This design comes from an exercise in tuning for small area on the open sky130 flow, not from production work.
The RTL was checked by simulation tests, not by an equivalence proof against the original design.
No driver is modelled on the clock port, so clock power and skew are understated where the tree is cut down; a real chip needs a root buffer or a tree.
Power and IR drop assume default switching activity.

// uart_display
module uart_display(
	input 		clk,
	input 		rst_n,
	input			rx,
	input			rx_key,
	output		tx,
	output		done,
	output 		active,
	output[5:0] seg_sel,
	output[7:0]	seg_data
);
wire        last;
wire [7:0]  data;
wire [7:0]  key;
uart_rx #(.SYNC(3)) uart_rx0(
	.clk(clk),
	.rst_n(rst_n),
	.rx(rx),
	.rx_data(data),
	.last(last)
);
uart_rx #(.SYNC(2)) uart_rx1(
	.clk(clk),
	.rst_n(rst_n),
	.rx(rx_key),
	.rx_data(key),
	.last()
);
uart_tx uart_tx0(
	.clk(clk),
	.rst_n(rst_n),
	.activate(last),
	.data(data ^ key),
	.active(active),
	.tx(tx),
	.done(done)
);
display seg_scan_m0(
	.clk(clk),
	.rst_n(rst_n),
	.data(data),
	.seg_sel(seg_sel),
	.seg_data(seg_data)
);
endmodule
clock: 20.0 ns
lec_check: 0
cap_margin: 20
core_margin: 2
core_utilization: 40
place_density: 0.6
slew_margin: 20
standard.sh (not shown) runs the stock make flow with config.mk's settings and CLKGATE_MAP_FILE= SYNTH_SCRIPT=/design/flow/synth_recipe.tcl, a recipe that flattens the netlist after the stock synthesis.
==> flow/flow/run.sh <==
#!/bin/bash
# Own flow: the standard layout (standard.sh), with
#  - synthesis: flow/synth.tcl, the standard synthesis with an area-oriented
#    ABC script (flow/area.abc) for the final mapping;
#  - no adder extraction before ABC (ADDER_MAP_FILE empty), so ABC maps
#    all of the logic;
#  - port buffers: sky130_fd_sc_hd__buf_1 instead of the resizer's default.
# All tool output goes to flow_standard.log here and ORFS's logs under orfs/logs.
set -euo pipefail
W=$(pwd)
bash standard.sh \
  SYNTH_SCRIPT="$W/flow/synth.tcl" \
  AREA_ABC_SCRIPT="$W/flow/area.abc" \
  "BUFFER_PORTS_ARGS=-buffer_cell sky130_fd_sc_hd__buf_1" \
  ADDER_MAP_FILE= \
  PRE_CTS_TCL="$W/flow/clock_tree.tcl" \
  CLOCK_TREE_NBUF=3 \
  CLOCK_TREE_BUF=sky130_fd_sc_hd__clkbuf_16 \
  CLOCK_TREE_ROOT= \
  finish > "$W/flow_standard.log" 2>&1
==> flow/flow/clock_tree.tcl <==
# Clock tree for this small design, used in place of TritonCTS: sourced as
# PRE_CTS_TCL, it redefines clock_tree_synthesis to build the tree below.
# The flip-flops are split into CLOCK_TREE_NBUF groups by k-means on their
# placed locations; each group is driven by one CLOCK_TREE_BUF buffer at its
# centre. The leaf buffers are driven by the clock port, or, with
# CLOCK_TREE_ROOT set, by one buffer of that type at the centre of the leaves.
# Every flip-flop is the same number of buffers away from the port.
proc clock_tree_kmeans { pts k } {
  # pts: list of {item x y}; returns list of k groups (lists of pts)
  set n [llength $pts]
  set sorted [lsort -integer -index 1 $pts]
  set cents {}
  for { set c 0 } { $c < $k } { incr c } {
    set p [lindex $sorted [expr { ($c * $n + $n / 2) / $k }]]
    lappend cents [list [lindex $p 1] [lindex $p 2]]
  }
  set cap [expr { ($n + $k - 1) / $k + 2 }]
  for { set iter 0 } { $iter < 30 } { incr iter } {
    # balanced assignment: points in order of their best distance, each to
    # the nearest centre with room left
    set cand {}
    foreach p $pts {
      set ds {}
      for { set c 0 } { $c < $k } { incr c } {
        set cx [lindex $cents $c 0]
        set cy [lindex $cents $c 1]
        lappend ds [list $c [expr { abs([lindex $p 1] - $cx) + abs([lindex $p 2] - $cy) }]]
      }
      set ds [lsort -integer -index 1 $ds]
      lappend cand [list $p $ds [lindex $ds 0 1]]
    }
    set cand [lsort -integer -index 2 $cand]
    set groups {}
    set fill {}
    for { set c 0 } { $c < $k } { incr c } {
      lappend groups {}
      lappend fill 0
    }
    foreach e $cand {
      foreach d [lindex $e 1] {
        set c [lindex $d 0]
        if { [lindex $fill $c] < $cap } {
          lset groups $c [concat [lindex $groups $c] [list [lindex $e 0]]]
          lset fill $c [expr { [lindex $fill $c] + 1 }]
          break
        }
      }
    }
    set newc {}
    for { set c 0 } { $c < $k } { incr c } {
      set g [lindex $groups $c]
      if { [llength $g] == 0 } {
        lappend newc [lindex $cents $c]
        continue
      }
      set sx 0
      set sy 0
      foreach p $g {
        incr sx [lindex $p 1]
        incr sy [lindex $p 2]
      }
      lappend newc [list [expr { $sx / [llength $g] }] [expr { $sy / [llength $g] }]]
    }
    if { $newc == $cents } { break }
    set cents $newc
  }
  return $groups
}

proc clock_tree_synthesis { args } {
  set nbuf 4
  if { [info exists ::env(CLOCK_TREE_NBUF)] } { set nbuf $::env(CLOCK_TREE_NBUF) }
  set bufname sky130_fd_sc_hd__clkbuf_8
  if { [info exists ::env(CLOCK_TREE_BUF)] } { set bufname $::env(CLOCK_TREE_BUF) }
  set rootname ""
  if { [info exists ::env(CLOCK_TREE_ROOT)] } { set rootname $::env(CLOCK_TREE_ROOT) }
  set block [ord::get_db_block]
  set master [[ord::get_db] findMaster $bufname]
  set clk_port_net [[$block findBTerm clk] getNet]
  set sinks {}
  foreach it [$clk_port_net getITerms] {
    set inst [$it getInst]
    set box [$inst getBBox]
    lappend sinks [list $it [expr { ([$box xMin] + [$box xMax]) / 2 }] \
      [expr { ([$box yMin] + [$box yMax]) / 2 }]]
  }
  puts "clock tree: [llength $sinks] sinks, $nbuf x $bufname, root '$rootname'"
  set drv_net $clk_port_net
  if { $rootname != "" } {
    set rinst [odb::dbInst_create $block [[ord::get_db] findMaster $rootname] clkbuf_tree_root]
    set drv_net [odb::dbNet_create $block clk_tree_root]
    $drv_net setSigType CLOCK
    [$rinst findITerm A] connect $clk_port_net
    [$rinst findITerm X] connect $drv_net
  }
  set groups [clock_tree_kmeans $sinks $nbuf]
  set bx 0
  set by 0
  set b 0
  foreach group $groups {
    if { [llength $group] == 0 } { continue }
    set inst [odb::dbInst_create $block $master "clkbuf_tree_$b"]
    set net [odb::dbNet_create $block "clk_tree_$b"]
    $net setSigType CLOCK
    set sx 0
    set sy 0
    foreach s $group {
      set it [lindex $s 0]
      $it disconnect
      $it connect $net
      incr sx [lindex $s 1]
      incr sy [lindex $s 2]
    }
    set cnt [llength $group]
    [$inst findITerm A] connect $drv_net
    [$inst findITerm X] connect $net
    set x [expr { $sx / $cnt }]
    set y [expr { $sy / $cnt }]
    $inst setLocation $x $y
    $inst setPlacementStatus PLACED
    incr bx $x
    incr by $y
    puts "clock tree: clkbuf_tree_$b drives $cnt flip-flops"
    incr b
  }
  if { $rootname != "" } {
    $rinst setLocation [expr { $bx / $b }] [expr { $by / $b }]
    $rinst setPlacementStatus PLACED
  }
  set_propagated_clock [all_clocks]
}
Other scripts of this flow, unchanged in this note and not shown: flow/flow/area.abc, flow/flow/synth.tcl
Edit:
--- a/flow/flow/run.sh
+++ b/flow/flow/run.sh
@@ -15,6 +15,6 @@
   ADDER_MAP_FILE= \
   PRE_CTS_TCL="$W/flow/clock_tree.tcl" \
-  CLOCK_TREE_NBUF=3 \
-  CLOCK_TREE_BUF=sky130_fd_sc_hd__clkbuf_16 \
+  CLOCK_TREE_NBUF=4 \
+  CLOCK_TREE_BUF=sky130_fd_sc_hd__clkbuf_8 \
   CLOCK_TREE_ROOT= \
   finish > "$W/flow_standard.log" 2>&1
Settings changed: CORE_UTILIZATION 40 to 70, PLACE_DENSITY 0.6 to 0.85.
Effect:
- The changed run completed with no timing, DRC or antenna violations
- hold slack gains 20 ps
- fmax stays flat
- first-iteration DRC count is higher to 2.7 times its value
- clock power is lower by about a fifth
- register-to-register slack gains 250 ps
- die area is lower by well over a third
- power is lower by a few percent
Edit:
--- a/flow/flow/run.sh
+++ b/flow/flow/run.sh
@@ -15,6 +15,7 @@
   ADDER_MAP_FILE= \
   PRE_CTS_TCL="$W/flow/clock_tree.tcl" \
-  CLOCK_TREE_NBUF=4 \
-  CLOCK_TREE_BUF=sky130_fd_sc_hd__clkbuf_8 \
+  CLOCK_TREE_NBUF=3 \
+  CLOCK_TREE_BUF=sky130_fd_sc_hd__clkbuf_16 \
   CLOCK_TREE_ROOT= \
+  SKIP_REPAIR_TIE_FANOUT=1 \
   finish > "$W/flow_standard.log" 2>&1
Global-route usage came out lower by 0.30 points.
Hold slack is about the same.
Worst setup slack improves by 32 ps.
Die area does not change.
Synthesized cell count stays the same.
Cell area hardly moves.
Wire length came out lower by 3.5%.
In every run of this note, the design's own scripts or RTL, not TritonCTS, make the clock network.

==> re-timing with driven ports <==
In the flow no input, the clock included, has a driving cell. The finished layouts below were timed again as built, in two steps.
Step 1 (the two cells are an assumption about what drives the block):
set clk [get_ports {clk}]
set_driving_cell -lib_cell sky130_fd_sc_hd__clkbuf_16 $clk
set_driving_cell -lib_cell sky130_fd_sc_hd__buf_2 [delete_from_list [all_inputs] $clk]
Step 2 moves the port delays by t, midway between the first and last clock arrival at a register: inputs arrive t later, outputs are due t later. That takes back most of the time a late clock gives input paths.
Three values: ideal, step 1, step 2; two values: the first two.
run | t (ns) | setup slack, ns | clock arrival spread, ns | worst register clock-pin slew, ns | cell pins on the clock port's net
the first run | 0.223 | 13.212 / 13.150 / 13.372 | 0.020 / 0.019 | 0.11 / 0.11 | 3
the second run | 0.222 | 13.227 / 13.172 / 13.394 | 0.016 / 0.015 | 0.12 / 0.12 | 4
the third run | 0.219 | 13.259 / 13.201 / 13.420 | 0.006 / 0.006 | 0.10 / 0.10 | 3
After both steps setup and hold are still met in every run listed.
